From an optimization exercise on the open Yosys and OpenROAD flow, aimed at small area; shortcuts taken in it are not production practice.
In this exercise RTL edits were held to simulation tests only and were not proved equivalent to the original.
The clock port is modelled as an ideal driver; clocking choices that lean on that would not hold on a real chip.
Power is estimated from default activity; no workload was simulated.

==> design.v <==
`timescale 1ns / 1ps
module debounce(
    input [4:0] pb,
    input clk,
    input reset,
    input en,
    output any_out
    );
    reg [4:0] q0;
    reg r1;
    reg r2;
    always @(posedge clk) begin
        if (reset) begin
            q0 <= 0;
            r1 <= 0;
            r2 <= 0;
        end
        else if (en) begin
            q0 <= pb;
            r1 <= |(pb & ~q0);
            r2 <= r1;
        end
    end
    assign any_out = r2;
endmodule
`timescale 1ns / 1ps
module simon(
    input clk,
    input reset,
    input [4:0] buttons,
    output reg[3:0] led,
    output reg[5:0] state_led,
    output reg [6:0] out,
    output reg [3:0] anod
    );
    localparam [3:0] S_IDLE0  = 4'd0,    
                     S_IDLE1  = 4'd1,    
                     S_IDLEGO = 4'd2,    
                     S_ROFF   = 4'd4,    
                     S_IN1    = 4'd5,    
                     S_INE    = 4'd6,    
                     S_INO    = 4'd7,    
                     S_CHK    = 4'd8,    
                     S_GO1    = 4'd9,    
                     S_GO     = 4'd10,   
                     S_LEDD   = 4'd11,   
                     S_LEDS   = 4'd12;   
    reg [3:0] S;
    reg [4:0] j;
    reg [4:0] hi;
    always @(posedge clk) begin
        if (reset) begin
            j <= 5'd15;
            hi <= 0;
        end
        else begin
            j <= j + 1'b1;
            if (j == 5'd14)
                hi <= hi + 1'b1;
        end
    end
    wire tick = (j == 5'd31);
    wire db_en = (j[1:0] == 2'd2);
    wire [1:0] rnd_src = {j[1] ^ j[0], ~j[0]};
    wire r_any;
    debounce db(buttons, clk, reset, db_en, r_any);
    reg r_any_q;
    reg buttons_any_q;
    reg isPressed;
    reg [1:0] rnd;
    always @(posedge clk) begin
        r_any_q <= r_any;
        buttons_any_q <= |buttons;
        isPressed <= (buttons == 5'b10000);
        if (reset)
            rnd <= 0;
        else if ((|buttons) & ~buttons_any_q)
            rnd <= rnd_src;
    end
    wire r_rise = r_any & ~r_any_q;
    wire is_start = (buttons == 5'b10000);
    wire dir_ok = (buttons == 5'b00001) | (buttons == 5'b00010) |
                  (buttons == 5'b00100) | (buttons == 5'b01000);
    wire [1:0] benc = {buttons[2] | buttons[3], buttons[1] | buttons[3]};
    reg [4:0] W;        
    reg f32;            
    reg [4:0] P;        
    reg [4:0] ui;       
    reg [1:0] color;    
    reg [1:0] cur;      
    reg pend;
    reg [1:0] wbuf;
    reg clr_p;
    reg mm;
    reg vf;
    reg [63:0] mr;
    reg [95:0] gr;
    wire inS = (S == S_IN1) | (S == S_INE) | (S == S_INO);
    wire goS = (S == S_GO1) | (S == S_GO);
    wire req = r_rise & inS;
    wire wreq = req & dir_ok;
    wire pass = (j[2:0] == ui[2:0]);
    wire exec = (pend | wreq) & pass;
    wire [1:0] wcol = pend ? wbuf : benc;
    wire upd = (req & ~dir_ok) | exec;
    wire goclr = r_rise & goS & is_start;
    wire clrwin = clr_p & (S == S_ROFF);
    wire [1:0] wpt = ui[4:3] - j[4:3];    
    wire eqW = (j == W);
    wire [1:0] mhead = mr[1:0];
    wire mwe = (S == S_ROFF) & eqW;
    wire [1:0] min = mwe ? color : mhead;
    wire [2:0] g_tail = (exec && wpt == 2'd0) ? {1'b1, wcol} : {gr[2] & ~clrwin, gr[1:0]};
    wire [2:0] g_8  = (exec && wpt == 2'd1) ? {1'b1, wcol} : gr[26:24];
    wire [2:0] g_16 = (exec && wpt == 2'd2) ? {1'b1, wcol} : gr[50:48];
    wire [2:0] g_24 = (exec && wpt == 2'd3) ? {1'b1, wcol} : gr[74:72];
    wire mis = g_tail[2] ? (~vf | (g_tail[1:0] != mhead)) : vf;
    wire fin = mm | mis;
    wire last = (P == W);
    wire [4:0] P1 = P + 1'b1;
    always @(posedge clk) begin
        mr <= {min, mr[63:2]};
        gr <= {g_tail, gr[95:75], g_24, gr[71:51], g_16, gr[47:27], g_8, gr[23:3]};
        mm <= (S == S_CHK) & fin;
        vf <= tick | (vf & ~eqW);
        if (j == P)
            cur <= mr[1:0];
        wbuf <= wcol;
    end
    always @(posedge clk) begin
        if (reset) begin
            pend <= 0;
            ui <= 0;
            clr_p <= 1;
        end
        else begin
            pend <= (pend | wreq) & ~pass;
            if (goclr)
                ui <= 0;
            else if (upd)
                ui <= (ui >= W) ? 5'd0 : ui + 1'b1;
            if (goclr)
                clr_p <= 1;
            else if (tick && S == S_ROFF)
                clr_p <= 0;
        end
    end
    always @(posedge clk) begin
        if (reset) begin
            S <= S_IDLE0;
            W <= 0;
            P <= 0;
            f32 <= 0;
        end
        else begin
            if (tick) begin
                case (S)
                    S_IDLE1, S_IDLEGO: begin
                        color <= rnd;
                        S <= S_ROFF;
                    end
                    S_ROFF: S <= S_IN1;
                    S_IN1, S_INE: S <= S_INO;
                    S_INO: begin
                        if (last) begin
                            P <= 0;
                            S <= S_CHK;
                        end
                        else begin
                            P <= P1;
                            S <= S_INE;
                        end
                    end
                    S_CHK: begin
                        if (fin) begin
                            W <= 0;
                            f32 <= 0;
                            S <= S_GO1;
                        end
                        else begin
                            W <= W + 1'b1;
                            f32 <= (W == 5'd31);
                            S <= (W == 5'd31) ? S_GO1 : S_LEDD;
                        end
                    end
                    S_GO1, S_GO: S <= isPressed ? S_IDLEGO : S_GO;
                    S_LEDD: begin
                        if (last) begin
                            color <= rnd;
                            P <= 0;
                            S <= S_ROFF;
                        end
                        else begin
                            color <= cur;
                            P <= P1;
                            S <= S_LEDS;
                        end
                    end
                    S_LEDS: begin
                        if (last || cur == color)
                            S <= S_LEDD;
                        else begin
                            color <= cur;
                            P <= P1;
                        end
                    end
                    default: ;
                endcase
            end
            if (S == S_IDLE0 && r_rise && is_start)
                S <= S_IDLE1;
        end
    end
    wire led_on = (S == S_ROFF) | (S == S_LEDS);
    always @(*) begin
        led = {led_on & (color == 2'd0), led_on & (color == 2'd1),
               led_on & (color == 2'd2), led_on & (color == 2'd3)};
        state_led = {1'b0,
                     (S == S_IDLEGO) | (S == S_GO),
                     (S == S_GO1) | (S == S_LEDD) | (S == S_LEDS),
                     (S == S_INE) | (S == S_INO) | (S == S_CHK),
                     (S == S_IN1),
                     (S == S_ROFF)};
    end
    wire [4:0] w_ones = W % 5'd10;
    wire [4:0] w_tens = W / 5'd10;
    reg [3:0] led_bcd;
    always @(*) begin
        case (hi[4:3])
            2'b00: begin anod = 4'b1110; led_bcd = f32 ? 4'd2 : w_ones[3:0]; end
            2'b01: begin anod = 4'b1101; led_bcd = f32 ? 4'd3 : {2'b00, w_tens[1:0]}; end
            2'b10: begin anod = 4'b1011; led_bcd = 4'd0; end
            default: begin anod = 4'b0111; led_bcd = 4'd0; end
        endcase
    end
    always @(*) begin
        case (led_bcd)
            4'd0: out = 7'b0000001;
            4'd1: out = 7'b1001111;
            4'd2: out = 7'b0010010;
            4'd3: out = 7'b0000110;
            4'd4: out = 7'b1001100;
            4'd5: out = 7'b0100100;
            4'd6: out = 7'b0100000;
            4'd7: out = 7'b0001111;
            4'd8: out = 7'b0000000;
            4'd9: out = 7'b0000100;
            default: out = 7'b0000001;
        endcase
    end
endmodule
==> run.sh <==
#!/bin/bash
# synth_recipe.tcl (not shown) runs the flow's synth.tcl, then flattens the netlist and writes it again
# the make line also repeats each setting of config.mk as NAME=value (left out here)
make -C /OpenROAD-flow-scripts/flow DESIGN_CONFIG=/design/flow/config.mk WORK_HOME=/design/flow/orfs CLKGATE_MAP_FILE= SYNTH_SCRIPT=/design/flow/synth_recipe.tcl finish
==> config.mk <==
export PLATFORM = sky130hd
export DESIGN_NAME = simon
export DESIGN_NICKNAME = simon
export VERILOG_FILES = /design/flow/design.v
export SDC_FILE = /design/flow/constraint.sdc
export NUM_CORES = 4
export LEC_CHECK = 0
export CAP_MARGIN = 20
export CORE_MARGIN = 2
export CORE_UTILIZATION = 40
export CTS_BUF_LIST = sky130_fd_sc_hd__clkbuf_4
export PLACE_DENSITY = 0.6
export SLEW_MARGIN = 20
==> constraint.sdc <==
create_clock -name core_clock -period 12.0 [get_ports {clk}]
set_input_delay 2.4000 -clock core_clock [delete_from_list [all_inputs] [get_ports {clk}]]
set_output_delay 2.4000 -clock core_clock [all_outputs]
set_load 0.01 [all_outputs]
==> results of run 1 <==
-- cells by family after synthesis --
logic type                 count (synthesis)  share of synthesized area
AOI/OAI and AO/OA                         91                    0.09009
xor gates and xnor gates                  38                    0.04841
adders and majority gates                 22                    0.04004
buffers and inverters                     51                    0.02894
DFF                                      212                     0.6231
muxes                                     25                    0.03840
other                                      1                  0.0005454
and+or+nand+nor                          174                     0.1305
-- placed cells by master, fill, tap and decap left out, drive strengths merged, types with 10 or more instances in the layout --
master         instances
a21oi                 26
clkbuf                70
clkdlybuf4s50         26
dfxtp                208
ha                    22
inv                   22
mux2                  11
mux2i                 14
nand2                 35
nand3                 10
nor2                  48
nor2b                 13
nor3                  15
o21ai                 19
xnor2                 18
xor2                  20
-- power by group through the flow --
stage | Sequential, uW | Combinational (uW) | Clock [uW]
after floorplan | 735 | 46.5 | 0
after global placement | 741 | 53.7 | 0
after detailed placement | 741 | 55.3 | 0
after CTS | 725 | 55.7 | 551
after global routing | 726 | 61.7 | 593
final | 726 | 55.6 | 527
-- registers in the layout (all words and copies together), names as in the netlist, 4 cells and up --
register  cells
P             5
S             4
W             5
db.q0         5
gr           96
hi            5
j             5
mr           64
ui            5
-- how the worst max path moves through the flow --
stage	from	to	slack, ns	cells past startpoint
2_1_floorplan	W[3]	out[2]	6.51	16
3_3_place_gp	W[2]	out[2]	6.05	15
3_5_place_dp	W[2]	out[2]	5.68	15
4_1_cts	W[2]	out[2]	4.96	15
5_1_grt	W[2]	out[2]	4.59	15
6_report	W[2]	out[2]	4.89	15
-- per-stage QoR --
step	hold slack (ns)	power, uW	cell area (sq um)
final	0.3081	1308	7881
after global routing	0.3240	1381	7881
after CTS	0.3154	1332	7876
after detailed placement	0.3121	796.4	7302
after global placement	0.3107	794.8	7302
after floorplan	0.3096	781.7	6875
-- layer usage --
layer	GRT usage	share of wire	wire length (um)
met5	0	0	0
met4	0.07292	0.022	273
met3	0.03941	0.050	623
met2	0.2183	0.45	5568
met1	0.1816	0.48	6028
-- area by class of cell --
type | instances | area, sq um | area share
diodes | 2 | 5.005 | 0.0006350
well taps | 220 | 275.3 | 0.03493
clock inverters | 7 | 48.80 | 0.006191
repair buffers | 27 | 267.8 | 0.03397
flip-flops and latches | 212 | 4284 | 0.5436
multi-input cells | 351 | 2392 | 0.3035
clock buffers | 70 | 525.5 | 0.06668
inverters | 22 | 82.58 | 0.01048
==> summary.txt, run 1 <==
run status=complete, no violations; chip height=135.1 um; CP Launch Type=register; Reg-to-Reg End=f32; CTS sink count=212; via count=4394; Post-Syn Area per Cell=11.20 sq um; residual DRC count=0; Synth top cells by count=208 x dfxtp_1, 48 x nor2_1, 35 x nand2_1; Core ar.=16700 sq um; worst path arrival time=4.71 ns; Net Sw Power=302.3 uW; initial antenna violation count=1; Reg power frac=0.555; drt first pass iters=5; final core utilization=0.4719; DRT iter0 DRCs=167; GRT Residual Overflow=0; crit-path max cell delay=0.68 ns; I/O Pins=28; r2r worst-path depth=8; Chip Width=135.1 um; CTS root buf=clkbuf_4; Slew @ Worst Pin=0.7229 ns; fin worst setup slack=4.887 ns; Routed Antenna Nets=0; CP max-delay cell=dfxtp_1; port bufs=26; Initial Utilization=0.4117; gr usage total=0.1414; worst-path cell chain=nor2b_1 > a21oi_1 > ha_1 > or2_2 > a311oi_1 > a211oi_1 > a21oi_1 > a21oi_1 > o21bai_1 > inv_1 > ha_1 > nor3_1 > a31oi_1 > o22ai_1 > clkdlybuf4s50_1; EDFF count, synth=4; Post-DP HPWL=8.003 mm; dominant cells by area after synthesis=dfxtp_1 61%, ha_1 4.0%, nor2_1 2.6%, xor2_1 2.5%, xnor2_1 2.3%; CTS HTree Levels=2; vias per cell=4.823; placed cell count=832; FF-to-FF Start=S[0]; LEAKAGE=0.003133 uW; top cell type's share of synthesized area=0.6056; Worst Skew=0.04896 ns; # fillers=1556; Post-CTS Hold Fix Bufs=0; Top FF cell, synth=dfxtp_1; Avg WL per Cell=13.71 um; DIE AREA=18250 sq um; Setup CP Type=reg2out; Post-CTS Resized=0; Internal=1006 uW; Layout Nets=695; Mapped Area=6875 sq um; Comb power frac=0.043; Setup Buffers After CTS=0; largest net degree at the start of global routing=34; critical path endpoint category=output pin; worst path required time=9.60 ns; Clock transition at path regs=0.06 ns; cell mode on critical path=a21oi_1; ys async rst share=0; Peak VDD IR=0.1085 mV; first-pass GRT wire length=20.67 mm; syn nets=643; Synth Register Bits=212; crit-path leading delay family=compound AO/OA/AOI/OAI gates; unrepaired setup endpoints after global routing=no; WHS Endpoint=gr[14]; hold crit path type=reg2reg; Sw Ratio=0.2311; Power Dens Cells=166.0 nW/um^2; final WL=12.49 mm; R2R setup slack=8.66 ns; clock latency at the later pin of the worst-skew pair=0.65 ns; row count=47; TNS Setup=0 ns; Worst Path Max Fanout=18; cells after synthesis=614; dominant cell type by area after synthesis=dfxtp_1; final period utilization=0.5928; post-synthesis sequential area ratio=0.6231; Synth warnings=2; Unique masters post-synth=62; Inserted Clock Buffers=52; fin cells=911; minimum clock period=7.113 ns; CTS max path bufs=3; CTS tree=built; Final Hold Fails=0; vias in the first global route=4363; most frequent cell after synthesis=dfxtp_1; Final setup viols=0; highest clock rate=140.6 MHz; Pins Over Slew Limit=0; Clock Power Share=0.403; Critical path buffers and inverters=2; HP Start=gr[17]; Post-Place Worst Slack=5.681 ns; relative max-transition margin=0.5128; share of layout cells above drive strength 1=0.1393; # Max-Cap Violations=0; Hold Crit Depth=0; area growth from synthesis to layout=14.63%; RePlAce Congestion=0.8462
==> run 2: changes to the inputs <==
--- a/config.mk
+++ b/config.mk
@@ -9,5 +9,4 @@
 export CORE_MARGIN = 2
 export CORE_UTILIZATION = 40
-export CTS_BUF_LIST = sky130_fd_sc_hd__clkbuf_4
 export PLACE_DENSITY = 0.6
 export SLEW_MARGIN = 20
==> summary.txt, run 2 <==
Clock transition at path regs=0.06 ns; commonest non-fill, non-tap cell in the layout=dfxtp_1; CTS HTree Levels=1; Routed Antenna Nets=0; critical path endpoint category=output pin; diodes inserted=0; via count=4242; post-synthesis sequential area ratio=0.6231; Post-Syn Area per Cell=11.20 sq um; Pins Over Slew Limit=0; drt first pass iters=5; Worst Skew=0.02586 ns; highest clock rate=143.6 MHz; largest net degree at the start of global routing=34; Top Registers=gr x96, mr x64; Core ar.=16700 sq um; Layout Nets=665; Peak VDD IR=0.1229 mV; GRT Residual Overflow=0; Synth warnings=2; Unique masters post-synth=62; Critical path buffers and inverters=2; crit-path max cell delay=0.66 ns; max reg flops=96; relative max-transition margin=0.5062; CP Launch Type=register; Initial Utilization=0.4117; cells after synthesis=614; dominant cells by area after synthesis=dfxtp_1 61%, ha_1 4.0%, nor2_1 2.6%, xor2_1 2.5%, xnor2_1 2.3%; DIE AREA=18250 sq um; worst path required time=9.60 ns; residual DRC count=0; CTS max path bufs=3; fin worst setup slack=5.035 ns; Synth top cells by count=208 x dfxtp_1, 48 x nor2_1, 35 x nand2_1; worst path arrival time=4.56 ns; first-pass GRT wire length=20.20 mm; clock latency at the later pin of the worst-skew pair=0.51 ns; unrepaired setup endpoints after global routing=no; Post-CTS Hold Fix Bufs=0; area growth from synthesis to layout=17.47%; RePlAce Congestion=0.8462; Mapped Area=6875 sq um; final WL=12.06 mm; EDFF count, synth=4; final period utilization=0.5804; hold crit path type=reg2reg; row count=47; Final setup viols=0; most frequent cell after synthesis=dfxtp_1; Worst Path Max Fanout=18; Setup Buffers After CTS=0; port bufs=26; Slew @ Worst Pin=0.7327 ns; cell mode on critical path=a21oi_1; syn nets=643; ys async rst share=0; CTS tree=built; Post-DP HPWL=8.003 mm; minimum clock period=6.965 ns; Top FF cell, synth=dfxtp_1; initial antenna violation count=0; TNS Setup=0 ns; dominant cell type by area after synthesis=dfxtp_1; LEAKAGE=0.003165 uW; share of layout cells above drive strength 1=0.09356; gr usage total=0.1366; Most flops, register=gr; Synth Register Bits=212; Setup CP Type=reg2out; # Max-Cap Violations=0; DRT iter0 DRCs=198; Avg WL per Cell=13.83 um; Power Dens Cells=182.7 nW/um^2; crit-path leading delay family=compound AO/OA/AOI/OAI gates; Post-Place Worst Slack=5.681 ns; run status=complete, no violations; vias in the first global route=4162; worst-path cell chain=nor2b_1 > a21oi_1 > ha_1 > or2_2 > a311oi_1 > a211oi_1 > a21oi_1 > a21oi_1 > o21bai_1 > inv_1 > ha_1 > nor3_1 > a31oi_1 > o22ai_1 > clkdlybuf4s50_1; CTS sink count=212; Post-CTS Resized=0; top cell type's share of synthesized area=0.6056; Chip Width=135.1 um; power consumption=1476 uW; I/O Pins=28; final core utilization=0.4836; chip height=135.1 um; vias per cell=4.865; Final Hold Fails=0; CTS root buf=clkbuf_16; Inserted Clock Buffers=22; CP max-delay cell=dfxtp_1; most frequent cells in the layout=208 x dfxtp_1, 48 x nor2_1, 35 x nand2_1
-- run 2: cell count changes in the layout (fill, tap and decap cells not counted), moves of 2 or more --
cell,change
clkinv_1,-4
clkbuf_4,-70
clkinv_4,+3
clkbuf_16,+22
diode_2,-2
bufinv_16,+2
clkbuf_1,+2
clkbuf_8,+4
-- run 2: path summary, 6_finish.rpt --
| kind | slack [ns] | startpoint | end | cells after the start |
|---|---|---|---|---|
| worst max register to register | 8.69 | S[0] | f32 | 8 |
| worst min-delay path | 0.31 | gr[15] | gr[12] | 0 |
| worst max-delay path | 5.04 | W[2] | out[2] | 15 |
| worst min register to register | 0.31 | gr[15] | gr[12] | 0 |
-- run 2: where the power goes --
part / total [uW] / switching (uW) / internal (uW)
clock: 695 / 281 / 414
combinational: 55.4 / 31.0 / 24.4
sequential: 725 / 11.7 / 714
total: 1480 / 324 / 1150
-- run 2: layer usage --
layer | up-vias | part of all wire | global-route usage
met5 | - | 0 | 0
met2 | 103 | 0.43 | 0.2177
met1 | 1966 | 0.49 | 0.1820
li1 | 2144 | - | -
met3 | 29 | 0.048 | 0.03003
met4 | 0 | 0.030 | 0.05266
-- run 2: layout make-up --
class / count / area (sq um)
inverter: 22 / 82.58
timing repair buffer: 27 / 267.8
sequential: 212 / 4284
clock buffer: 28 / 613.1
multi-input combinational: 351 / 2392
tap: 220 / 275.3
clock inverter: 12 / 161.4
fill: 1514 / 8625
-- run 2: cell families (layout without fill, tap and decap cells) --
group | after synthesis | after routing | synth area share
simple gates | 174 | 174 | 0.1305
fa+ha+maj | 22 | 22 | 0.04004
other cells | 1 | 1 | 0.0005454
mux | 25 | 25 | 0.03840
flops | 212 | 212 | 0.6231
compound gates | 91 | 91 | 0.09009
buf+inv | 51 | 89 | 0.02894
xor+xnor | 38 | 38 | 0.04841
-- run 2: through the flow --
step | hold slack [ns] | cells | area, sq um
after floorplan | 0.3096 | 614 | 6875
after global placement | 0.3107 | 832 | 7302
after detailed placement | 0.3121 | 832 | 7302
after CTS | 0.2983 | 872 | 8077
after global routing | 0.3141 | 872 | 8077
final | 0.3127 | 872 | 8077
==> run 3: changes to the inputs <==
--- a/design.v
+++ b/design.v
@@ -91,9 +91,11 @@
     reg pend;
     reg [1:0] wbuf;
-    reg clr_p;
     reg mm;
     reg vf;
+    reg v0;             
+    reg [1:0] g0c;      
+    reg x1;             
     reg [63:0] mr;
-    reg [95:0] gr;
+    reg [31:0] br;
     wire inS = (S == S_IN1) | (S == S_INE) | (S == S_INO);
     wire goS = (S == S_GO1) | (S == S_GO);
@@ -105,5 +107,4 @@
     wire upd = (req & ~dir_ok) | exec;
     wire goclr = r_rise & goS & is_start;
-    wire clrwin = clr_p & (S == S_ROFF);
     wire [1:0] wpt = ui[4:3] - j[4:3];    
     wire eqW = (j == W);
@@ -111,16 +112,28 @@
     wire mwe = (S == S_ROFF) & eqW;
     wire [1:0] min = mwe ? color : mhead;
-    wire [2:0] g_tail = (exec && wpt == 2'd0) ? {1'b1, wcol} : {gr[2] & ~clrwin, gr[1:0]};
-    wire [2:0] g_8  = (exec && wpt == 2'd1) ? {1'b1, wcol} : gr[26:24];
-    wire [2:0] g_16 = (exec && wpt == 2'd2) ? {1'b1, wcol} : gr[50:48];
-    wire [2:0] g_24 = (exec && wpt == 2'd3) ? {1'b1, wcol} : gr[74:72];
-    wire mis = g_tail[2] ? (~vf | (g_tail[1:0] != mhead)) : vf;
-    wire fin = mm | mis;
+    reg [1:0] m_at;
+    always @(*) begin
+        case (wpt)
+            2'd0: m_at = mr[1:0];
+            2'd1: m_at = mr[17:16];
+            2'd2: m_at = mr[33:32];
+            default: m_at = mr[49:48];
+        endcase
+    end
+    wire wdiff = (wcol != m_at);
+    wire w0 = (W == 5'd0);
+    wire b_new = ~w0 | ~v0 | (g0c != color);
+    wire b_tail = (exec && wpt == 2'd0) ? wdiff : (mwe ? b_new : br[0]);
+    wire b_8  = (exec && wpt == 2'd1) ? wdiff : br[8];
+    wire b_16 = (exec && wpt == 2'd2) ? wdiff : br[16];
+    wire b_24 = (exec && wpt == 2'd3) ? wdiff : br[24];
+    wire mis = vf & b_tail;
+    wire fin = mm | mis | (w0 & x1);
     wire last = (P == W);
     wire [4:0] P1 = P + 1'b1;
     always @(posedge clk) begin
         mr <= {min, mr[63:2]};
-        gr <= {g_tail, gr[95:75], g_24, gr[71:51], g_16, gr[47:27], g_8, gr[23:3]};
-        mm <= (S == S_CHK) & fin;
+        br <= {b_tail, br[31:25], b_24, br[23:17], b_16, br[15:9], b_8, br[7:1]};
+        mm <= (S == S_CHK) & (mm | mis);
         vf <= tick | (vf & ~eqW);
         if (j == P)
@@ -132,5 +145,6 @@
             pend <= 0;
             ui <= 0;
-            clr_p <= 1;
+            v0 <= 0;
+            x1 <= 0;
         end
         else begin
@@ -140,9 +154,17 @@
             else if (upd)
                 ui <= (ui >= W) ? 5'd0 : ui + 1'b1;
-            if (goclr)
-                clr_p <= 1;
-            else if (tick && S == S_ROFF)
-                clr_p <= 0;
-        end
+            if (goclr) begin
+                v0 <= 0;
+                x1 <= 0;
+            end
+            else if (exec) begin
+                if (ui == 5'd0)
+                    v0 <= 1;
+                else
+                    x1 <= 1;
+            end
+        end
+        if (exec && ui == 5'd0)
+            g0c <= wcol;
     end
     always @(posedge clk) begin
==> summary.txt, run 3 <==
DIE AREA=15150 sq um; Post-Syn Area per Cell=10.44 sq um; top cell type's share of synthesized area=0.5119; Mapped Area=5670 sq um; I/O Pins=28; Sw Ratio=0.2309; vias per cell=4.967; DRT iter0 DRCs=242; Avg WL per Cell=13.84 um; final WL=10.41 mm; minimum clock period=6.534 ns; Unique masters post-synth=62; chip height=123.1 um; drt first pass iters=6; CTS tree=built; worst-path cell chain=inv_1 > nor2_1 > a21oi_1 > ha_1 > or2_2 > a311o_1 > a21oi_1 > a221oi_1 > o21bai_1 > inv_1 > ha_1 > nor2_1 > a21oi_1 > o22ai_1 > clkdlybuf4s50_1; first-pass GRT wire length=17.44 mm; Worst Path Max Fanout=13; crit-path max cell delay=0.59 ns; Routed Antenna Nets=0; Clock Power Share=0.462; port bufs=26; Slew @ Worst Pin=0.6698 ns; DP Area=6016 sq um; Synth top cells by count=145 x dfxtp_1, 48 x nor2_1, 36 x nand2_1; Chip Width=123.1 um; via count=3735; post-synthesis sequential area ratio=0.5437; GRT Residual Overflow=0; Critical path buffers and inverters=3; Reg power frac=0.476; CTS sink count=151; worst path required time=9.60 ns; clock latency at the later pin of the worst-skew pair=0.42 ns; Post-CTS Resized=0; Pins Over Slew Limit=0; Layout Nets=589; cells after synthesis=543; Peak VDD IR=0.1055 mV; TNS Setup=0 ns; largest net degree at the start of global routing=34; Post-DP HPWL=7.044 mm; Setup Buffers After CTS=0; CP Launch Type=register; hold crit path type=reg2reg; Synth warnings=2; ys async rst share=0; area growth from synthesis to layout=16.31%; CP startpoint=W[4]; row count=43; critical path endpoint category=output pin; highest clock rate=153.0 MHz; residual DRC count=0; RePlAce Congestion=0.7889; Clock transition at path regs=0.06 ns; Net Sw Power=255.5 uW; Setup CP Type=reg2out; CTS max path bufs=2; Comb power frac=0.061; run status=complete, no violations; relative max-transition margin=0.5535; dominant cell type by area after synthesis=dfxtp_1; Internal=850.9 uW; final period utilization=0.5445; # Max-Cap Violations=0; # fillers=1286; Worst Skew=0.009808 ns; CTS root buf=clkbuf_16; HP Start=mr[22]; Final setup viols=0; EDFF count, synth=6; Core ar.=13880 sq um; Post-CTS Hold Fix Bufs=0; LEAKAGE=0.002558 uW; CTS HTree Levels=4; vias in the first global route=3606; max reg flops=64; cell mode on critical path=a21oi_1; most frequent cell after synthesis=dfxtp_1; most frequent cells in the layout=145 x dfxtp_1, 48 x nor2_1, 36 x nand2_1; CP max-delay cell=dfxtp_1; initial antenna violation count=0; commonest non-fill, non-tap cell in the layout=dfxtp_1; share of layout cells above drive strength 1=0.1014; Top FF cell, synth=dfxtp_1; crit-path leading delay family=compound AO/OA/AOI/OAI gates; Top Registers=mr x64, br x32; unrepaired setup endpoints after global routing=no; gr usage total=0.1494; Most flops, register=mr; diodes inserted=0; Power Dens Cells=167.8 nW/um^2; FF-to-FF Start=ui[3]; Initial Utilization=0.4085; Final Hold Fails=0; Inserted Clock Buffers=17; fin area=6595 sq um; Synth Register Bits=151; dominant cells by area after synthesis=dfxtp_1 51%, ha_1 5.1%, xor2_1 3.9%, edfxtp_1 3.2%, nor2_1 3.2%; worst path arrival time=4.13 ns; syn nets=573
-- run 3: worst register-to-register path: cells and delay by family, from the launching register on --
| family | cells | cell delay [ns] |
|---|---|---|
| compound gates | 2 | 0.38 |
| mux | 1 | 0.53 |
| xor+xnor | 2 | 0.49 |
| flops | 1 | 0.35 |
| fa+ha+maj | 1 | 0.20 |
| buf+inv | 1 | 0.11 |
| simple gates | 2 | 0.68 |
-- run 3: logic make-up (layout without fill, tap and decap cells) --
family	Yosys count	in the layout	synth area share
simple gates	175	175	0.1600
flops	151	151	0.5437
compound gates	79	79	0.09268
buf+inv	50	79	0.03927
xor+xnor	42	42	0.06752
fa+ha+maj	23	23	0.05075
mux	22	22	0.04546
other cells	1	1	0.0006613
-- run 3: cell type report --
| type | instances | area (sq um) | area share |
|---|---|---|---|
| sequential | 151 | 3083 | 0.4675 |
| multi-input combinational | 342 | 2365 | 0.3586 |
| clock buffer | 21 | 470.5 | 0.07133 |
| timing repair buffer | 27 | 267.8 | 0.04060 |
| tap | 180 | 225.2 | 0.03415 |
| clock inverter | 11 | 108.9 | 0.01651 |
| inverter | 20 | 75.07 | 0.01138 |
-- run 3: through the flow --
stage          power (uW)  worst slack, ns  cells    util  hold WS, ns
2_1_floorplan       587.3            6.644    543       -       0.3096
3_3_place_gp        603.3            6.065    720  0.4334       0.3102
3_5_place_dp        605.3            5.922    720  0.4334       0.3121
4_1_cts              1120            5.459    752  0.4751       0.3212
5_1_grt              1151            5.143    752  0.4751       0.3189
6_report             1106            5.466    752  0.4751       0.3244
-- run 3: worst paths after layout --
| kind | end | slack, ns | depth (start not counted) |
|---|---|---|---|
| worst max register to register | W[2] | 9.18 | 9 |
| worst max-delay path | out[2] | 5.47 | 15 |
| worst min register to register | mr[20] | 0.32 | 0 |
| worst min-delay path | mr[20] | 0.32 | 0 |
-- run 3: routing by layer --
| layer | global-route usage | up-vias | wire length, um |
|---|---|---|---|
| met5 | 0 | - | 0 |
| met4 | 0.07031 | 0 | 172 |
| met2 | 0.2331 | 90 | 4691 |
| met3 | 0.04336 | 16 | 381 |
| met1 | 0.1909 | 1733 | 5161 |
| li1 | - | 1896 | - |
-- run 3: power groups by stage --
stage	clock network, uW	logic, uW	registers (uW)
6_report	512	67.9	527
5_1_grt	548	75.2	528
4_1_cts	525	68.3	527
3_5_place_dp	0	67.5	538
3_3_place_gp	0	65.8	538
2_1_floorplan	0	57.1	530
==> run 4: changes to the inputs <==
==> flow/run.sh (new file) <==
#!/bin/bash
# Standard ORFS layout (standard.sh), with two changes:
#  - ports are buffered with the smallest buffer (buf_1) instead of the default choice;
#  - clock tree: clkbuf_8 buffers, no dummy loads.
# make's output goes to standard.log; each ORFS step logs under orfs/logs/.
set -euo pipefail
export BUFFER_PORTS_ARGS="-buffer_cell sky130_fd_sc_hd__buf_1"
export CTS_ARGS="-sink_clustering_enable -repair_clock_nets -dont_use_dummy_load -buf_list sky130_fd_sc_hd__clkbuf_8 -sink_clustering_size 30 -sink_clustering_max_diameter 100"
bash standard.sh > standard.log 2>&1
==> standard.sh (new file) <==
#!/bin/bash
# synth_recipe.tcl (not shown) runs the flow's synth.tcl, then flattens the netlist and writes it again
# the make line also repeats each setting of config.mk as NAME=value (left out here)
make -C /OpenROAD-flow-scripts/flow DESIGN_CONFIG=/design/flow/config.mk WORK_HOME=/design/flow/orfs CLKGATE_MAP_FILE= SYNTH_SCRIPT=/design/flow/synth_recipe.tcl "${@:-finish}"
--- a/config.mk
+++ b/config.mk
@@ -6,4 +6,5 @@
 export NUM_CORES = 4
 export LEC_CHECK = 0
+export ABC_AREA = 1
 export CAP_MARGIN = 20
 export CORE_MARGIN = 2
removed: run.sh
==> summary.txt, run 4 <==
r2r worst-path depth=9; LEAKAGE=0.002541 uW; Final setup viols=0; Most flops, register=mr; dominant cell type by area after synthesis=dfxtp_1; Hold Crit Depth=0; FF-to-FF Start=j[0]; WHS Endpoint=br[5]; Routed Antenna Nets=0; Unique masters post-synth=46; worst path arrival time=3.32 ns; Core ar.=13720 sq um; critical path endpoint category=output pin; Setup CP Type=reg2out; highest clock rate=174.9 MHz; Top Registers=mr x64, br x32; CTS HTree Levels=4; CTS sink count=151; top cell type's share of synthesized area=0.5236; port bufs=26; # fillers=1370; Worst Path Max Fanout=7; minimum clock period=5.718 ns; Comb power frac=0.062; Clock transition at path regs=0.08 ns; Synth Register Bits=151; Chip Width=121.7 um; CTS root buf=clkbuf_8; worst path required time=9.60 ns; hold crit path type=reg2reg; TNS Setup=0 ns; CTS tree=built; row count=43; Final Hold Fails=0; share of layout cells above drive strength 1=0.07209; Initial Utilization=0.4041; via count=4007; Post-Syn Area per Cell=8.986 sq um; power consumption=851.4 uW; Reg-to-Reg End=hi[4]; RePlAce Congestion=0.9163; diodes inserted=0; DIE AREA=14820 sq um; drt first pass iters=5; Reg power frac=0.612; cells after synthesis=617; most frequent cell after synthesis=dfxtp_1; Synth top cells by count=145 x dfxtp_1, 100 x nand2_1, 81 x inv_1; gr usage total=0.1615; CP Launch Type=register; GRT Residual Overflow=0; unrepaired setup endpoints after global routing=no; Inserted Clock Buffers=17; most frequent cells in the layout=145 x dfxtp_1, 100 x nand2_1, 81 x inv_1; relative max-transition margin=0.4968; Layout Nets=684; Worst Skew=0.02876 ns; first-pass GRT wire length=18.50 mm; fin worst setup slack=6.282 ns; commonest non-fill, non-tap cell in the layout=dfxtp_1; Clock Power Share=0.325; largest net degree at the start of global routing=20; HP Start=br[6]; Mapped Area=5544 sq um; Avg WL per Cell=12.99 um; clock latency at the later pin of the worst-skew pair=0.45 ns; syn nets=647; Setup Buffers After CTS=0; fin cells=832; Power Dens Cells=140.7 nW/um^2; DP Area=5819 sq um; post-synthesis sequential area ratio=0.5561; final WL=10.81 mm; Post-Place Worst Slack=6.746 ns; dominant cells by area after synthesis=dfxtp_1 52%, nand2_1 6.8%, inv_1 5.5%, ha_1 5.2%, a21oi_1 3.5%; Top FF cell, synth=dfxtp_1; Slew @ Worst Pin=0.7479 ns; max reg flops=64; # Max-Cap Violations=0; residual DRC count=0; placed cell count=815; Peak VDD IR=0.1175 mV; EDFF count, synth=6; R2R setup slack=9.42 ns; Sw Ratio=0.2303; Post-CTS Resized=0; Post-CTS Hold Fix Bufs=0; Internal=655.4 uW; vias per cell=4.816; DRT iter0 DRCs=220; initial antenna violation count=0; fin area=6053 sq um; Post-DP HPWL=7.944 mm; I/O Pins=28; CTS max path bufs=2; area growth from synthesis to layout=9.185%; Pins Over Slew Limit=0; ys async rst share=0; vias in the first global route=3969; Net Sw Power=196.1 uW; final period utilization=0.4765; Synth warnings=2; run status=complete, no violations; chip height=121.7 um
run 4: cell types whose count changed in the layout (fill, tap and decap cells not counted), moves of 17 or more:
cell             before  now
o21ai_0              14   33
a21oi_1              19   39
clkbuf_16            17    0
buf_1                 0   26
nand2_1              36  100
inv_1                20   81
clkdlybuf4s50_1      26    0
run 4: cell type report:
type                       instances  area, sq um  area share
tap                              180        225.2     0.03721
multi-input combinational        373         2095      0.3460
timing repair buffer              26        97.59     0.01612
clock buffer                      17        234.0     0.03865
inverter                          85        319.1     0.05271
sequential                       151         3083      0.5093
run 4: cell families after synthesis:
family	count (synthesis)	synth area share
AO/OA/AOI/OAI	99	0.1018
XOR/XNOR	16	0.02528
adder cells (fa/ha/maj)	23	0.05191
buffers and inverters	93	0.06612
flip-flops	151	0.5561
multiplexers	2	0.004062
other	1	0.0006764
AND/OR/NAND/NOR	232	0.1941
run 4: power groups by stage:
stage          Combinational (uW)  Clock, uW  Sequential, uW
6_report                     53.1        277             521
3_5_place_dp                 52.9          0             532
3_3_place_gp                 51.5          0             532
2_1_floorplan                44.2          0             528
5_1_grt                      60.8        307             522
4_1_cts                      53.1        288             521
run 4: worst max-delay path by stage:
stage / startpoint / to / slack [ns] / cells after the start
global route: W[4] / out[3] / 5.97 / 15
detailed placement: W[4] / out[3] / 6.75 / 15
floorplan: W[4] / out[3] / 7.24 / 14
finish: W[4] / out[3] / 6.28 / 15
CTS: W[4] / out[3] / 6.25 / 15
global placement: W[4] / out[3] / 7.02 / 15
run 4: layer usage:
metal | GRT usage | share of wire | vias to the layer above
met1 | 0.2074 | 0.48 | 1841
met5 | 0 | 0 | -
met2 | 0.2546 | 0.46 | 93
met3 | 0.04213 | 0.044 | 14
li1 | - | - | 2059
met4 | 0.07615 | 0.019 | 0
run 4: through the flow:
step	util	hold slack (ns)
6_report	0.4412	0.3092
2_1_floorplan	-	0.3096
3_5_place_dp	0.4242	0.3121
5_1_grt	0.4412	0.3076
4_1_cts	0.4412	0.3060
3_3_place_gp	0.4242	0.3109
run 4: critical path: stages, from the launching register on:
cell,delay (ns)
dfxtp_1,0.52
inv_2,0.08
nor2_1,0.14
nand2_1,0.10
o21ai_2,0.12
inv_1,0.09
ha_1,0.22
o31ai_4,0.27
a21oi_1,0.10
o31ai_1,0.33
nand2_1,0.16
inv_1,0.11
ha_1,0.18
o21ai_0,0.15
a21oi_1,0.15
buf_1,0.16
==> run 5: changes to the inputs <==
==> flow/run.sh (replaced) <==
#!/bin/bash
# The standard layout (standard.sh) with these changes:
#  - synthesis: synth_recipe.tcl unchanged except for the ABC script used to map the
#    combinational logic (flow/area.abc, area-oriented); registers are mapped as before;
#  - ports are buffered with the smallest buffer (buf_1);
#  - clock tree: clkbuf_8 buffers, no dummy loads.
# make's output goes to standard.log; each ORFS step logs under orfs/logs/.
set -euo pipefail
W=$(pwd)
sed "s#SYNTH_SCRIPT=[^ ]*#SYNTH_SCRIPT=$W/flow/synth_wrap.tcl#" standard.sh > my_standard.sh
export MY_ABC_SCRIPT=$W/flow/area.abc
export FLOW_SYNTH_TCL=$W/synth_recipe.tcl
export BUFFER_PORTS_ARGS="-buffer_cell sky130_fd_sc_hd__buf_1"
export CTS_ARGS="-sink_clustering_enable -repair_clock_nets -dont_use_dummy_load -buf_list sky130_fd_sc_hd__clkbuf_8 -sink_clustering_size 30 -sink_clustering_max_diameter 100"
bash my_standard.sh > standard.log 2>&1
==> flow/area.abc (new file) <==
strash
&get -n
&deepsyn -T 30
&put
dch -f
amap
==> flow/synth_wrap.tcl (new file) <==
# synth_recipe.tcl (the standard flow's synthesis) with the ABC script for the combinational logic
# replaced by MY_ABC_SCRIPT; everything else, registers included, is unchanged.
# Re-run of the standard flow's synthesis with another ABC script for the combinational logic.
proc abc {args} {
  set new {}
  set skip 0
  foreach a $args {
    if {$skip} { set skip 0; lappend new $::env(MY_ABC_SCRIPT); continue }
    if {$a eq "-script"} { set skip 1 }
    lappend new $a
  }
  yosys abc {*}$new
}
source $::env(FLOW_SYNTH_TCL)
==> summary.txt, run 5 <==
Routed Antenna Nets=0; ys async rst share=0; CTS max path bufs=2; gr usage total=0.1589; relative max-transition margin=0.5184; port bufs=26; top cell type's share of synthesized area=0.5678; share of layout cells above drive strength 1=0.03243; CP startpoint=W[3]; Post-DP HPWL=7.302 mm; largest net degree at the start of global routing=17; initial antenna violation count=0; CP Launch Type=register; vias per cell=4.946; worst path required time=9.60 ns; most frequent cells in the layout=145 x dfxtp_1, 70 x clkinv_1, 68 x nor2_1; RePlAce Congestion=0.8271; I/O Pins=28; CTS HTree Levels=4; Peak VDD IR=0.07296 mV; Top FF cell, synth=dfxtp_1; CTS tree=built; Chip Width=117.1 um; Slew @ Worst Pin=0.7149 ns; clock latency at the later pin of the worst-skew pair=0.44 ns; # Max-Cap Violations=0; area growth from synthesis to layout=10.70%; Worst Skew=0.03077 ns; vias in the first global route=3442; fin cells=727; Synth top cells by count=145 x dfxtp_1, 70 x clkinv_1, 68 x nor2_1; CTS root buf=clkbuf_8; Pins Over Slew Limit=0; FF-to-FF Start=ui[3]; final WL=9.854 mm; Power Dens Cells=148.4 nW/um^2; r2r worst-path depth=18; max reg flops=64; CP endpoint=out[3]; Reg-to-Reg End=W[0]; Core ar.=12570 sq um; residual DRC count=0; chip height=117.1 um; Final Hold Fails=0; run status=complete, no violations; power consumption=839.6 uW; minimum clock period=6.238 ns; commonest non-fill, non-tap cell in the layout=dfxtp_1; TNS Setup=0 ns; highest clock rate=160.3 MHz; Post-Syn Area per Cell=9.985 sq um; # fillers=1209; LEAKAGE=0.002087 uW; cells after synthesis=512; Clock transition at path regs=0.09 ns; worst path arrival time=3.84 ns; post-synthesis sequential area ratio=0.6030; HP Start=mr[40]; first-pass GRT wire length=16.45 mm; hold crit path type=reg2reg; most frequent cell after synthesis=dfxtp_1; dominant cells by area after synthesis=dfxtp_1 57%, ha_1 5.6%, clkinv_1 5.1%, nor2_1 5.0%, edfxtp_1 3.5%; Initial Utilization=0.4068; critical path endpoint category=output pin; Inserted Clock Buffers=17; dominant cell type by area after synthesis=dfxtp_1; diodes inserted=0; EDFF count, synth=6; final period utilization=0.5198; Synth warnings=2; syn nets=542; R2R setup slack=7.86 ns; Setup CP Type=reg2out; CTS sink count=151; Unique masters post-synth=41; drt first pass iters=5; final core utilization=0.4503; Setup Buffers After CTS=0; GRT Residual Overflow=0; DRT iter0 DRCs=238; Post-CTS Hold Fix Bufs=0; Avg WL per Cell=13.55 um; unrepaired setup endpoints after global routing=no; Top Registers=mr x64, br x32; Most flops, register=mr; Layout Nets=587; Post-CTS Resized=0; placed cell count=710; DIE AREA=13700 sq um; Synth Register Bits=151; Final setup viols=0; Worst Path Max Fanout=8; row count=41; Mapped Area=5112 sq um; via count=3596
## run 5: cell count changes after synthesis, sizes merged, moves of 11 or more
cell and delta:
inv -85, nand2 -82, clkinv +70, a21oi -22, nand3 -21, nor2 +16
o21ai -14, o22ai +12, xor2 -11
## run 5: area by class of cell
class / instances / area, sq um / area share
tap: 172 / 215.2 / 0.03803
timing repair buffer: 27 / 105.1 / 0.01857
clock buffer: 17 / 234.0 / 0.04134
multi-input combinational: 290 / 1759 / 0.3109
sequential: 151 / 3083 / 0.5448
inverter: 70 / 262.8 / 0.04643
## run 5: cells by family (layout without fill, tap and decap cells)
kind of cell / Yosys count / in the layout / synth area share
adder cells (fa/ha/maj): 23 / 23 / 0.05629
AND/OR/NAND/NOR: 145 / 145 / 0.1260
buffers and inverters: 71 / 114 / 0.05286
flip-flops: 151 / 151 / 0.6030
AO/OA/AOI/OAI: 121 / 121 / 0.1610
other: 1 / 1 / 0.0007335
## run 5: per-layer routing
metal	part of all wire	global-route usage
met1	0.53	0.2148
met2	0.42	0.2285
met3	0.042	0.05510
met4	0.015	0.07373
met5	0	0
## run 5: power breakdown
part           switching (uW)  internal (uW)  leakage [uW]
clock network             150            125      0.000122
registers                5.96            511       0.00123
logic                    30.6           17.4      0.000733
## run 5: worst min-delay path by stage
stage          endpoint  slack (ns)  cells after the start
2_1_floorplan     br[0]        0.31                      0
3_3_place_gp     mr[10]        0.31                      0
3_5_place_dp     br[24]        0.31                      0
4_1_cts          mr[38]        0.31                      0
5_1_grt          mr[38]        0.30                      0
6_report         mr[38]        0.30                      0
## run 5: critical path: stages, from the launching register on
cell and delay [ns]:
dfxtp_1 0.45, clkinv_1 0.27, nor3_1 0.32, nor2_1 0.13, ha_1 0.20, nor4_1 0.36, nor2_1 0.07, o21ai_0 0.17
nor2_1 0.09, o32ai_1 0.48, clkinv_1 0.24, ha_1 0.32, o21ai_0 0.16, buf_1 0.17
## run 5: metrics by stage
| stage | hold WS [ns] | worst slack (ns) | cell area (sq um) |
|---|---|---|---|
| after detailed placement | 0.3121 | 6.207 | 5425 |
| after floorplan | 0.3096 | 6.713 | 5112 |
| after CTS | 0.3059 | 5.737 | 5659 |
| final | 0.3011 | 5.762 | 5659 |
| after global routing | 0.3046 | 5.230 | 5659 |
| after global placement | 0.3103 | 6.447 | 5425 |
==> run 6: changes to the inputs <==
--- a/flow/run.sh
+++ b/flow/run.sh
@@ -1,6 +1,7 @@
 #!/bin/bash
 # The standard layout (standard.sh) with these changes:
-#  - synthesis: synth_recipe.tcl unchanged except for the ABC script used to map the
-#    combinational logic (flow/area.abc, area-oriented); registers are mapped as before;
+#  - synthesis: synth_recipe.tcl, except that the combinational logic (adders and
+#    comparators included) is mapped by ABC with flow/area.abc (area-oriented); registers
+#    are mapped as before;
 #  - ports are buffered with the smallest buffer (buf_1);
 #  - clock tree: clkbuf_8 buffers, no dummy loads.
==> flow/synth_wrap.tcl (replaced) <==
# synth_recipe.tcl (the standard flow's synthesis) with two changes for the combinational logic:
# adders and comparators are left to ABC instead of being mapped to half/full adder
# cells first, and ABC runs MY_ABC_SCRIPT (area-oriented).  Registers are mapped as
# before (same cells, same names).
proc abc {args} {
  set new {}
  set skip 0
  foreach a $args {
    if {$skip} { set skip 0; lappend new $::env(MY_ABC_SCRIPT); continue }
    if {$a eq "-script"} { set skip 1 }
    lappend new $a
  }
  yosys abc {*}$new
}
set ::env(ADDER_MAP_FILE) ""
source $::env(FLOW_SYNTH_TCL)
==> summary.txt, run 6 <==
DP Area=5021 sq um; Top Registers=mr x64, br x32; Core ar.=11520 sq um; minimum clock period=5.943 ns; chip height=113.0 um; Routed Antenna Nets=0; Compound-Gate Fraction of Synth Area=0.1632; via count=3574; CTS HTree Levels=4; dominant cells by area after synthesis=dfxtp_1 61%, nor2_1 5.7%, clkinv_1 5.5%, edfxtp_1 3.8%, o22ai_1 3.6%; Mapped Area=4752 sq um; WHS Endpoint=br[25]; Chip Width=113.0 um; Worst Skew=0.02964 ns; Net Sw Power=168.6 uW; # Max-Cap Violations=0; Post-DP HPWL=7.018 mm; GRT Residual Overflow=0; LEAKAGE=0.001877 uW; Most flops, register=mr; Initial Utilization=0.4126; fraction of the mapped netlist area in simple logic gates=0.1303; port bufs=26; Sw Ratio=0.2080; fin area=5255 sq um; DIE AREA=12770 sq um; Post-Syn Area per Cell=9.600 sq um; Internal=642.0 uW; highest clock rate=168.3 MHz; most frequent cells in the layout=145 x dfxtp_1, 72 x nor2_1, 70 x clkinv_1; first-pass GRT wire length=15.79 mm; Post-CTS Resized=0; relative max-transition margin=0.4938; drt first pass iters=21; max reg flops=64; syn nets=502; residual DRC count=0; Hold Crit Depth=0; Synth Register Bits=151; share of layout cells above drive strength 1=0.03166; final period utilization=0.4952; post-synthesis mux area share=0; fin worst setup slack=6.057 ns; placed cell count=663; R2R setup slack=8.30 ns; CTS root buf=clkbuf_8; clock latency at the later pin of the worst-skew pair=0.43 ns; run status=complete, no violations; TNS Setup=0 ns; Synth Area in Adders=0; final WL=9.607 mm; Reg-to-Reg End=W[3]; RePlAce Congestion=0.8924; Unique masters post-synth=30; Power Dens Cells=154.2 nW/um^2; Post-Place Worst Slack=6.494 ns; Final setup viols=0; Inserted Clock Buffers=17; commonest non-fill, non-tap cell in the layout=dfxtp_1; Clock Power Share=0.332; Top FF cell, synth=dfxtp_1; largest net degree at the start of global routing=17; Worst Path Max Fanout=6; Layout Nets=546; dominant cell type by area after synthesis=dfxtp_1; Avg WL per Cell=14.13 um; hold crit path type=reg2reg; Pins Over Slew Limit=0; vias in the first global route=3224; CP Launch Type=register; Clock transition at path regs=0.07 ns; post-synthesis sequential area ratio=0.6488; top cell type's share of synthesized area=0.6108; Slew @ Worst Pin=0.7514 ns; cells after synthesis=495; r2r worst-path depth=13; row count=39; initial antenna violation count=0; CTS sink count=151; ys async rst share=0; unrepaired setup endpoints after global routing=no; worst path required time=9.60 ns; FF-to-FF Start=j[4]; hold_ws=0.3064 ns; # fillers=1127; CTS max path bufs=2; I/O Pins=28; diodes inserted=0; Post-CTS Hold Fix Bufs=0; most frequent cell after synthesis=dfxtp_1; critical path endpoint category=output pin; XOR/XNOR Fraction of Synth Area=0; Setup Buffers After CTS=0; HP Start=br[26]; area growth from synthesis to layout=10.58%; gr usage total=0.1596; DRT iter0 DRCs=206; Setup CP Type=reg2out; Synth top cells by count=145 x dfxtp_1, 72 x nor2_1, 70 x clkinv_1; Final Hold Fails=0; Reg power frac=0.634; Peak VDD IR=0.1321 mV; CTS tree=built; Synth warnings=2; fin cells=680; worst path arrival time=3.54 ns; EDFF count, synth=6; Comb power frac=0.034; largest family of logic cells by synthesized area=compound AO/OA/AOI/OAI gates; vias per cell=5.256
## run 6: cell count changes after synthesis, sizes merged, moves of 7 or more
cell	delta
a21oi	+14
a22oi	-8
o21ai	+7
ha	-23
nand2	+9
o22ai	+10
## run 6: kinds of logic (layout without fill, tap and decap cells)
family,Yosys count,in the layout
flops,151,151
simple gates,147,147
compound gates,125,125
other cells,1,1
buf+inv,71,113
## run 6: layout make-up
type,instances,area (sq um),share of cell area
clock buffers,17,234.0,0.04452
inverters,70,262.8,0.05000
multi-input cells,273,1399,0.2662
flip-flops and latches,151,3083,0.5867
well taps,143,178.9,0.03405
repair buffers,26,97.59,0.01857
## run 6: how the worst max path moves through the flow
| stage | from | end | slack, ns | cells after the start |
|---|---|---|---|---|
| floorplan | W[4] | out[2] | 6.81 | 17 |
| global placement | W[4] | out[2] | 6.76 | 18 |
| detailed placement | W[4] | out[2] | 6.49 | 18 |
| CTS | W[4] | out[2] | 6.00 | 18 |
| global route | W[4] | out[2] | 5.57 | 18 |
| finish | W[4] | out[2] | 6.06 | 18 |
## run 6: routing by layer
metal,wire [um],share of wire,vias to the layer above,global-route usage
met3,626,0.065,17,0.05088
met4,172,0.018,0,0.06504
met2,4201,0.44,134,0.2329
met5,0,0,-,0
met1,4608,0.48,1644,0.2202
li1,-,-,1779,-
## run 6: critical path, stage by stage (launching register included)
cell and delay, ns:
dfxtp_1 0.45, clkinv_1 0.23, nor2_1 0.22, a21oi_1 0.13
o21ai_0 0.12, nor2b_1 0.21, a21oi_1 0.11, nor2_1 0.20
nor2_1 0.08, a21oi_1 0.18, clkinv_1 0.11, nor2_1 0.15
nor2_1 0.06, nor2_1 0.13, a21oi_1 0.08, o22ai_1 0.23
clkinv_1 0.12, or2_0 0.20, buf_1 0.13
## run 6: power by group through the flow
stage	clock, uW	combinational [uW]	sequential [uW]
finish	269	27.4	514
global route	299	31.2	514
CTS	281	27.3	514
detailed placement	0	27.1	525
global placement	0	26.7	525
floorplan	0	19.3	524
## run 6: stage by stage
step,power (uW),util
2_1_floorplan,542.8,-
3_3_place_gp,551.6,0.4360
3_5_place_dp,552.1,0.4360
4_1_cts,821.5,0.4563
5_1_grt,844.5,0.4563
6_report,810.5,0.4563
==> run 7: changes to the inputs <==
--- a/design.v
+++ b/design.v
@@ -5,5 +5,6 @@
     input reset,
     input en,
-    output any_out
+    output any_out,
+    output [4:0] sample
     );
     reg [4:0] q0;
@@ -23,4 +24,5 @@
     end
     assign any_out = r2;
+    assign sample = q0;
 endmodule
 `timescale 1ns / 1ps
@@ -64,13 +66,13 @@
     wire [1:0] rnd_src = {j[1] ^ j[0], ~j[0]};
     wire r_any;
-    debounce db(buttons, clk, reset, db_en, r_any);
+    wire [4:0] sample;
+    debounce db(buttons, clk, reset, db_en, r_any, sample);
+    wire isPressed = (sample == 5'b10000);
     reg r_any_q;
     reg buttons_any_q;
-    reg isPressed;
     reg [1:0] rnd;
     always @(posedge clk) begin
         r_any_q <= r_any;
         buttons_any_q <= |buttons;
-        isPressed <= (buttons == 5'b10000);
         if (reset)
             rnd <= 0;
@@ -90,5 +92,4 @@
     reg [1:0] cur;      
     reg pend;
-    reg [1:0] wbuf;
     reg mm;
     reg vf;
@@ -104,5 +105,5 @@
     wire pass = (j[2:0] == ui[2:0]);
     wire exec = (pend | wreq) & pass;
-    wire [1:0] wcol = pend ? wbuf : benc;
+    wire [1:0] wcol = pend ? color : benc;
     wire upd = (req & ~dir_ok) | exec;
     wire goclr = r_rise & goS & is_start;
@@ -139,5 +140,4 @@
         if (j == P)
             cur <= mr[1:0];
-        wbuf <= wcol;
     end
     always @(posedge clk) begin
@@ -176,4 +176,6 @@
         end
         else begin
+            if (inS || S == S_CHK)
+                color <= wcol;
             if (tick) begin
                 case (S)
--- a/flow/run.sh
+++ b/flow/run.sh
@@ -5,5 +5,6 @@
 #    are mapped as before;
 #  - ports are buffered with the smallest buffer (buf_1);
-#  - clock tree: clkbuf_8 buffers, no dummy loads.
+#  - clock tree: clkbuf_4 buffers, no dummy loads; then (flow/post_cts.tcl) the
+#    buffers whose output slew is over 110 ps become clkbuf_8.
 # make's output goes to standard.log; each ORFS step logs under orfs/logs/.
 set -euo pipefail
@@ -13,4 +14,6 @@
 export FLOW_SYNTH_TCL=$W/synth_recipe.tcl
 export BUFFER_PORTS_ARGS="-buffer_cell sky130_fd_sc_hd__buf_1"
-export CTS_ARGS="-sink_clustering_enable -repair_clock_nets -dont_use_dummy_load -buf_list sky130_fd_sc_hd__clkbuf_8 -sink_clustering_size 30 -sink_clustering_max_diameter 100"
+export CTS_ARGS="-sink_clustering_enable -repair_clock_nets -dont_use_dummy_load -buf_list sky130_fd_sc_hd__clkbuf_4"
+export FLOW_DIR_OWN=$W/flow
+export POST_CTS_TCL=$W/flow/post_cts.tcl
 bash my_standard.sh > standard.log 2>&1
==> flow/post_cts.tcl (new file) <==
# Sourced by ORFS's cts.tcl (POST_CTS_TCL) after clock tree synthesis: clock buffers
# whose output slew is over 110 ps are upsized from clkbuf_4 to clkbuf_8, then the
# placement is legalized again.
source $::env(FLOW_DIR_OWN)/upsize_clk.tcl
upsize_clock_buffers 0.110 sky130_fd_sc_hd__clkbuf_4 sky130_fd_sc_hd__clkbuf_8
==> flow/upsize_clk.tcl (new file) <==
# Upsize clock buffers whose output slew (placement estimate) is over CLK_SLEW_LIMIT ns.
proc upsize_clock_buffers {limit from to} {
  set db [ord::get_db]
  set block [ord::get_db_block]
  set tomaster [$db findMaster $to]
  estimate_parasitics -placement
  set swapped {}
  foreach inst [$block getInsts] {
    if {[[$inst getMaster] getName] ne $from} { continue }
    set pin [get_pins [$inst getName]/X]
    set s [get_property $pin slew_max]
    if {$s > $limit} { lappend swapped [list [$inst getName] $s] }
  }
  foreach x $swapped {
    set inst [$block findInst [lindex $x 0]]
    $inst swapMaster $tomaster
  }
  puts "upsize_clock_buffers: [llength $swapped] of $from to $to: $swapped"
  if {[llength $swapped]} { detailed_placement; estimate_parasitics -placement }
}
==> summary.txt, run 7 <==
dominant cell type by area after synthesis=dfxtp_1; Initial Utilization=0.4133; Worst Path Max Fanout=9; Post-DP HPWL=6.930 mm; ys async rst share=0; drt first pass iters=4; FF-to-FF Start=j[4]; run status=complete, no violations; dominant cells by area after synthesis=dfxtp_1 60%, nor2_1 6.3%, clkinv_1 5.4%, edfxtp_1 3.8%, o22ai_1 3.4%; Core ar.=11470 sq um; Setup CP Type=reg2out; I/O Pins=28; final period utilization=0.4581; hold crit path type=reg2reg; max reg flops=64; # Max-Cap Violations=0; Final setup viols=0; CP max-delay cell=dfxtp_1; WHS Endpoint=mr[4]; Unique masters post-synth=38; chip height=112.9 um; TNS Setup=0 ns; placed cell count=658; Peak VDD IR=0.1222 mV; worst-path cell chain=clkinv_1 > nor2_1 > clkinv_1 > nand2_1 > nor2_1 > a21oi_1 > nor2_1 > a311oi_1 > or3_1 > o21ai_0 > o21ai_0 > clkinv_1 > or2_0 > buf_1; Most flops, register=mr; via count=3504; Synth warnings=2; final WL=9.449 mm; share of layout cells above drive strength 1=0.03195; Pins Over Slew Limit=0; relative max-transition margin=0.4480; worst path required time=9.60 ns; minimum clock period=5.498 ns; CTS tree=built; CP Launch Type=register; R2R setup slack=8.40 ns; vias in the first global route=3332; Slew @ Worst Pin=0.8072 ns; highest clock rate=181.9 MHz; port bufs=26; HP Start=mr[6]; DIE AREA=12740 sq um; DRT iter0 DRCs=242; LEAKAGE=0.001855 uW; Reg-to-Reg End=S[1]; row count=39; cells after synthesis=490; r2r worst-path depth=13; Worst Skew=0.02525 ns; Synth Register Bits=148; area growth from synthesis to layout=9.293%; clock latency at the later pin of the worst-skew pair=0.40 ns; Clock transition at path regs=0.09 ns; worst path arrival time=3.10 ns; Top FF cell, synth=dfxtp_1; fin cells=675; Top Registers=mr x64, br x32; Layout Nets=541; crit-path max cell delay=0.43 ns; commonest non-fill, non-tap cell in the layout=dfxtp_1; RePlAce Congestion=0.8882; vias per cell=5.191; Routed Antenna Nets=0; Avg WL per Cell=14.00 um; post-synthesis sequential area ratio=0.6378; critical path endpoint category=output pin; Synth top cells by count=142 x dfxtp_1, 80 x nor2_1, 68 x clkinv_1; EDFF count, synth=6; most frequent cell after synthesis=dfxtp_1; Post-Syn Area per Cell=9.673 sq um; first-pass GRT wire length=15.99 mm; gr usage total=0.1597; syn nets=497; top cell type's share of synthesized area=0.5998; residual DRC count=0; Chip Width=112.9 um; initial antenna violation count=0; Power Dens Cells=148.4 nW/um^2; most frequent cells in the layout=142 x dfxtp_1, 80 x nor2_1, 68 x clkinv_1; largest net degree at the start of global routing=17; Mapped Area=4740 sq um; CTS sink count=148; Final Hold Fails=0; GRT Residual Overflow=0; Hold Crit Depth=0; unrepaired setup endpoints after global routing=no; hold_ws=0.3057 ns; diodes inserted=0
run 7: metal layers:
metal | vias to the layer above | part of all wire | GRT usage
li1 | 1767 | - | -
met1 | 1649 | 0.49 | 0.2151
met2 | 72 | 0.45 | 0.2443
met3 | 16 | 0.047 | 0.04339
met4 | 0 | 0.016 | 0.06585
met5 | - | 0 | 0
run 7: logic make-up after synthesis:
logic type                count (synthesis)  synth area share
other                                     1         0.0007912
buffers and inverters                    69           0.05544
xor gates and xnor gates                  1          0.001848
and+or+nand+nor                         156            0.1402
DFF                                     148            0.6378
AOI/OAI and AO/OA                       115            0.1639
run 7: power by group:
| group | total (uW) | switching, uW | internal (uW) |
|---|---|---|---|
| Sequential | 504 | 4.91 | 499 |
| Combinational | 29.0 | 20.6 | 8.46 |
| Clock | 236 | 145 | 90.8 |
run 7: area by class of cell:
class | count | area, sq um
inverters | 68 | 255.2
well taps | 143 | 178.9
repair buffers | 26 | 97.59
flip-flops and latches | 148 | 3023
multi-input cells | 273 | 1454
fillers | 1124 | 6287
clock buffers | 17 | 171.4
run 7: worst max path at each step:
stage / start / to / slack (ns) / cells past startpoint
2_1_floorplan: buttons[1] / S[1] / 7.24 / 11
3_3_place_gp: buttons[1] / S[1] / 6.88 / 12
3_5_place_dp: buttons[1] / S[1] / 6.72 / 12
5_1_grt: W[4] / out[5] / 6.10 / 14
6_report: W[4] / out[2] / 6.50 / 14
run 7: worst max-delay path, delay by kind of cell, from the launching register on:
kind | cells | cell delay [ns]
buffers and inverters | 4 | 0.65
AND/OR/NAND/NOR | 6 | 0.83
flip-flops | 1 | 0.43
AO/OA/AOI/OAI | 4 | 0.80
run 7: metrics by stage:
| step | cell area [sq um] | worst slack (ns) | utilization | total power, uW |
|---|---|---|---|---|
| after floorplan | 4740 | 7.242 | - | 533.9 |
| after global placement | 5009 | 6.875 | 0.4368 | 543.1 |
| after detailed placement | 5009 | 6.718 | 0.4368 | 543.6 |
| after global routing | 5180 | 6.099 | 0.4517 | 803.8 |
| final | 5180 | 6.502 | 0.4517 | 768.8 |
==> run 8: changes to the inputs <==
--- a/design.v
+++ b/design.v
@@ -74,8 +74,6 @@
     always @(posedge clk) begin
         r_any_q <= r_any;
-        buttons_any_q <= |buttons;
-        if (reset)
-            rnd <= 0;
-        else if ((|buttons) & ~buttons_any_q)
+        buttons_any_q <= ~reset & (|buttons);
+        if ((|buttons) & ~buttons_any_q)
             rnd <= rnd_src;
     end
@@ -92,6 +90,6 @@
     reg [1:0] cur;      
     reg pend;
-    reg mm;
-    reg vf;
+    wire mm = cur[0];   
+    wire vf = cur[1];   
     reg v0;             
     reg [1:0] g0c;      
@@ -136,7 +134,9 @@
         mr <= {min, mr[63:2]};
         br <= {b_tail, br[31:25], b_24, br[23:17], b_16, br[15:9], b_8, br[7:1]};
-        mm <= (S == S_CHK) & (mm | mis);
-        vf <= tick | (vf & ~eqW);
-        if (j == P)
+        if (tick)
+            cur <= 2'b10;
+        else if (S == S_CHK)
+            cur <= {vf & ~eqW, mm | mis};
+        else if (j == P)
             cur <= mr[1:0];
     end
--- a/flow/run.sh
+++ b/flow/run.sh
@@ -6,5 +6,5 @@
 #  - ports are buffered with the smallest buffer (buf_1);
 #  - clock tree: clkbuf_4 buffers, no dummy loads; then (flow/post_cts.tcl) the
-#    buffers whose output slew is over 110 ps become clkbuf_8.
+#    buffers whose output slew is over 125 ps become clkbuf_8.
 # make's output goes to standard.log; each ORFS step logs under orfs/logs/.
 set -euo pipefail
==> flow/post_cts.tcl (replaced) <==
# Sourced by ORFS's cts.tcl (POST_CTS_TCL) after clock tree synthesis: clock buffers
# whose output slew is over 125 ps are upsized from clkbuf_4 to clkbuf_8, then the
# placement is legalized again.
source $::env(FLOW_DIR_OWN)/upsize_clk.tcl
upsize_clock_buffers 0.125 sky130_fd_sc_hd__clkbuf_4 sky130_fd_sc_hd__clkbuf_8
--- a/config.mk
+++ b/config.mk
@@ -9,5 +9,5 @@
 export CAP_MARGIN = 20
 export CORE_MARGIN = 2
-export CORE_UTILIZATION = 40
-export PLACE_DENSITY = 0.6
+export CORE_UTILIZATION = 65
+export PLACE_DENSITY = 0.8
 export SLEW_MARGIN = 20
==> summary.txt, run 8 <==
Peak VDD IR=0.1426 mV; Most flops, register=mr; Initial Utilization=0.6799; first-pass GRT wire length=14.85 mm; EDFF count, synth=6; row count=30; Critical path buffers and inverters=3; cells after synthesis=485; Synth Register Bits=146; post-synthesis sequential area ratio=0.6352; area growth from synthesis to layout=7.621%; GRT Residual Overflow=0; residual DRC count=0; commonest non-fill, non-tap cell in the layout=dfxtp_1; TNS Setup=0 ns; CP max-delay cell=dfxtp_1; CTS tree=built; Comb power frac=0.048; vias per cell=5.743; most frequent cell after synthesis=dfxtp_1; worst path arrival time=2.99 ns; chip height=89.00 um; Hold Crit Depth=0; Final Hold Fails=0; unrepaired setup endpoints after global routing=no; CP startpoint=W[4]; cell mode on critical path=nor2_1; max reg flops=64; LEAKAGE=0.001809 uW; worst-path cell chain=clkinv_1 > nor2_1 > o21ai_0 > nor2_1 > nor2_1 > o32ai_1 > clkinv_1 > and3_1 > or2_0 > nor2_1 > buf_1; largest net degree at the start of global routing=17; syn nets=492; Internal=582.3 uW; Clock transition at path regs=0.10 ns; R2R setup slack=8.08 ns; diodes inserted=0; Mapped Area=4696 sq um; Setup CP Type=reg2out; DRT iter0 DRCs=232; # fillers=519; I/O Pins=28; crit-path leading delay family=simple AND/OR/NAND/NOR gates; ys async rst share=0; Reg-to-Reg End=W[3]; Post-DP HPWL=6.672 mm; run status=complete, no violations; RePlAce Congestion=0.9410; Worst Path Max Fanout=7; Final setup viols=0; most frequent cells in the layout=140 x dfxtp_1, 80 x nor2_1, 65 x clkinv_1; Clock Power Share=0.285; Pins Over Slew Limit=0; worst path required time=9.60 ns; DP Area=4906 sq um; hold crit path type=reg2reg; Top FF cell, synth=dfxtp_1; Routed Antenna Nets=0; drt first pass iters=5; top cell type's share of synthesized area=0.5969; final WL=9.209 mm; minimum clock period=5.394 ns; CP Launch Type=register; DIE AREA=7920 sq um; Post-Syn Area per Cell=9.682 sq um; area of the multi-input gates=1463 sq um; Unique masters post-synth=38; dominant cell type by area after synthesis=dfxtp_1; Net Sw Power=168.2 uW; vias in the first global route=3163; Avg WL per Cell=14.78 um; r2r worst-path depth=13
[run 8: cell count changes after synthesis, sizes merged, moves of 4 or more]
cell	delta
nand3	-4
o22ai	-5
a22oi	-9
o22a	+5
a211oi	-6
nor3	-5
a21oi	+5
o21ai	+4
[run 8: cells by family (layout without fill, tap and decap cells)]
| kind of cell | Yosys count | after routing | share of synthesized area |
|---|---|---|---|
| AO/OA/AOI/OAI | 121 | 121 | 0.1729 |
| other | 1 | 1 | 0.0007986 |
| buffers and inverters | 66 | 108 | 0.05356 |
| AND/OR/NAND/NOR | 151 | 151 | 0.1375 |
| flip-flops | 146 | 146 | 0.6352 |
[run 8: layer usage]
metal | track usage | vias up | part of all wire
met4 | 0.08955 | 0 | 0.021
met2 | 0.3955 | 144 | 0.45
met3 | 0.07202 | 20 | 0.071
li1 | - | 1770 | -
met5 | 0 | - | 0
met1 | 0.3381 | 1644 | 0.46
[run 8: how the worst max path moves through the flow]
stage / end / slack, ns / cells after the start
floorplan: out[5] / 7.34 / 10
global placement: W[4] / 6.99 / 13
detailed placement: W[0] / 6.80 / 13
global route: out[5] / 6.23 / 11
finish: out[5] / 6.61 / 11
[run 8: area by class of cell]
class / count / share of cell area
inverters: 65 / 0.04828
multi-input cells: 273 / 0.2894
flip-flops and latches: 146 / 0.5902
clock buffers: 17 / 0.02897
well taps: 96 / 0.02377
repair buffers: 26 / 0.01931
[run 8: through the flow]
step | instances | setup slack [ns] | hold slack [ns] | util | power (uW)
2_1_floorplan | 485 | 7.341 | 0.3096 | - | 535.6
3_3_place_gp | 606 | 6.987 | 0.3097 | 0.7103 | 545.0
3_5_place_dp | 606 | 6.800 | 0.3121 | 0.7103 | 546.4
5_1_grt | 623 | 6.227 | 0.3048 | 0.7317 | 775.1
6_report | 623 | 6.606 | 0.3086 | 0.7317 | 750.4
[run 8: worst reg2reg max path, cell delays in order (launching register included)]
cell and delay (ns):
dfxtp_1 0.44, clkinv_1 0.27, a222oi_1 0.42, o211ai_1 0.13
a2111oi_0 0.83, nand2_1 0.24, clkinv_1 0.16, o22ai_1 0.08
o21ai_0 0.08, o21ai_0 0.14, o21ai_0 0.27, nor2_1 0.11
o21ai_0 0.50, nor3_1 0.13
[run 8: power groups by stage]
stage	registers [uW]	logic, uW	clock network (uW)
6_report	500	36.0	214
5_1_grt	501	39.9	234
3_5_place_dp	511	35.1	0
3_3_place_gp	511	34.0	0
2_1_floorplan	509	26.1	0

Check on run 8: ideal ports give 6.606 ns setup slack; a clkbuf_16 on the clock port and buf_2 on the inputs give 6.575 ns; moving port delays by the midpoint clock arrival (0.421 ns) as well gives 6.758 ns.
